Context: an optimization exercise on an open-source flow, tuned for small area and a short achievable clock period. The choices shown serve that exercise and are no tape-out recipe. Function was checked by simulation only, so behaviour that the tests miss may differ from the original. No activity file was given, so power comes from the tool's default toggle rates.

Setup of job 4863:
// Mat_Ops
module Mat_Ops (clk, rst, choice, A, B, Result, C, AT, BB, FinResult);
	input clk;
	input rst;
	input [2:0] choice;
	input [255:0] A;
	input [255:0] B;
	output [255:0] Result;
	output [255:0] C;
	output [255:0] AT;
	output [255:0] BB;
	output [255:0] FinResult;
	reg [255:0] Result;
	reg [255:0] C;
	reg [255:0] AT;
	reg [239:0] AT3;   
	reg [111:0] BD1, BD2, BD3;
	reg [15:0] BB14;
	reg [175:0] FRl;
	reg [15:0] FRc;
	reg [63:0] FRx;
	reg [31:0] FRy;
	wire [255:0] Result_n, C_n, AT_n;
	wire [239:0] AT3_n;
	wire [175:0] FRl_n;
	wire [15:0] FRc_n;
	wire [63:0] FRxn_n;
	wire [31:0] FRyn_n;
	wire [111:0] BD1_n, BD2_n, BD3_n;
	wire [255:0] ATn = ~AT;
	wire [111:0] BD1n = ~BD1, BD2n = ~BD2;
	wire [15:0] BB14_n;
	wire [4:0] sel;
	assign sel[0] = ~rst & (choice == 3'b000);
	assign sel[1] = ~rst & (choice == 3'b001);
	assign sel[2] = ~rst & (choice == 3'b010);
	assign sel[3] = ~rst & (choice == 3'b011);
	assign sel[4] = ~rst & (choice == 3'b100);
	wire [4:0] hold = {5{~rst}} & ~sel;
	wire sel4_n = ~sel[4];
	add16 u_add0 (.a(A[255:240]), .b(B[255:240]), .s(Result_n[255:240]));
	sub16 u_sub0 (.a(Result[255:240]), .b(B[255:240]), .s(C_n[255:240]));
	assign AT_n[255:240] = A[255:240];
	tri15 u_tri0 (.a(A[254:240]), .s(AT3_n[239:226]));
  ...
export LEC_CHECK = 0
export CAP_MARGIN = 20
export CORE_MARGIN = 2
export CORE_UTILIZATION = 25
export PLACE_DENSITY = 0.38
export SLEW_MARGIN = 20
export SYNTH_HIERARCHICAL = 1
create_clock -name core_clock -period 13.0 [get_ports {clk}]
standard.sh (not shown) runs the stock make flow with config.mk's settings and CLKGATE_MAP_FILE= SYNTH_SCRIPT=/design/flow/synth_recipe.tcl, a recipe that flattens the netlist after the stock synthesis.
==> flow/flow/run.sh <==
#!/bin/bash
# Own layout flow: the standard flow (standard.sh) with these changes:
#  1. after synthesis, combinational cells are set to their smallest drive
#     strength (flow/downsize.tcl); registers are not touched;
#  2. the port buffers are buf_1 cells;
#  3. the timing repairs aim at a setup slack of SETUP_MARGIN ns, so that the
#     layout reaches a shorter period than the 13 ns clock needs;
#  4. after global routing, antenna diodes and jumpers go on every net within
#     50% of its antenna limit (flow/antenna.tcl), so that the detailed route
#     rarely needs the diode-and-reroute passes that follow it.
# Each step's full output goes to a log file of its own in this folder.
set -euo pipefail
SETUP_MARGIN=$(cat flow/setup_margin.txt)
RES=orfs/results/${FLOW_PLATFORM:-sky130hd}/Mat_Ops/base
bash standard.sh synth > log_1_synth.txt 2>&1
DOWNSIZE_ODB=$RES/1_synth.odb openroad -no_init -exit flow/downsize.tcl > log_1_downsize.txt 2>&1
export POST_GLOBAL_ROUTE_TCL=$(pwd)/flow/antenna.tcl
bash standard.sh SETUP_SLACK_MARGIN=$SETUP_MARGIN \
  "BUFFER_PORTS_ARGS=-buffer_cell sky130_fd_sc_hd__buf_1" finish > log_2_layout.txt 2>&1
==> flow/flow/antenna.tcl <==
# Diodes and jumpers for every net within 50% of its antenna limit, so that
# the detailed route rarely ends with a net over the limit (each such net
# makes the flow insert diodes and route the whole design again).
repair_antennas -ratio_margin 50 -iterations 3
check_placement -verbose
Other scripts of this flow, unchanged in this note and not shown: flow/flow/downsize.tcl, flow/flow/setup_margin.txt
Every stage of job 4863 finished as expected; the final checks, on the other hand, flagged capacitance limit, slew limit, which means the layout fails.
Here is what was changed in the inputs of job 4214 compared with job 4863.
--- a/flow/flow/run.sh
+++ b/flow/flow/run.sh
@@ -6,6 +6,3 @@
 #  3. the timing repairs aim at a setup slack of SETUP_MARGIN ns, so that the
-#     layout reaches a shorter period than the 13 ns clock needs;
-#  4. after global routing, antenna diodes and jumpers go on every net within
-#     50% of its antenna limit (flow/antenna.tcl), so that the detailed route
-#     rarely needs the diode-and-reroute passes that follow it.
+#     layout reaches a shorter period than the 13 ns clock needs.
 # Each step's full output goes to a log file of its own in this folder.
@@ -16,3 +13,2 @@
 DOWNSIZE_ODB=$RES/1_synth.odb openroad -no_init -exit flow/downsize.tcl > log_1_downsize.txt 2>&1
-export POST_GLOBAL_ROUTE_TCL=$(pwd)/flow/antenna.tcl
 bash standard.sh SETUP_SLACK_MARGIN=$SETUP_MARGIN \
removed: flow/flow/antenna.tcl
The final cell count without fillers reported for job 4214 is smaller than that of job 4863 by 672.
Measured against each other, job 4863 and job 4214 differ in worst endpoint data arrival time, the higher figure coming from job 4214.
Last element of the critical path = FRx[9]$_DFF_P_: job 4214; last element of the critical path = BB[90]: job 4863
Changes observed in job 4214 relative to job 4863: post-layout minimum cycle time lost 0.083 ns, clock skew neither gained nor lost much, hold slack neither gained nor lost much, static leakage neither gained nor lost much.
Job 4863 → job 4214: via count now sits at about the same level; number of filler instances in the final layout now sits at about the same level.
[job 4214] flow finished | final checks: failed | reasons: antenna rules
Job 4863 finished every stage; the final checks, however, were not passed, the failures being capacitance limit, slew limit.

## afterwards: timing with drivers on the ports
The results above use ideal ports. As a check the final layouts listed here were re-extracted and re-timed, cells and wires unchanged.
Step 1: set_driving_cell puts a clkbuf_16 on clk and a buf_2 on each other input, an assumption about the parent block.
Step 2 times the ports against the registers' clock, not the clock port: input delays grow and output delays shrink by t, the midpoint of the rising clock arrivals with the driver on.
a / b / c = no drivers / after step 1 / after step 2; a / b = the first two.
run	t, ns	slack for setup (ns)	worst setup path at the end	clock arrival spread, ns	worst slew at a driven data input, ns
job 4863	1.282	7.266 / 7.152 / 6.113	input to register	0.156 / 0.156	0.54
job 4214	1.279	7.350 / 7.279 / 6.405	input to register	0.154 / 0.154	0.53
For job 4863, which loses most, drivers alone change the setup slack by -0.114 ns; drivers and shift together by -1.153 ns.
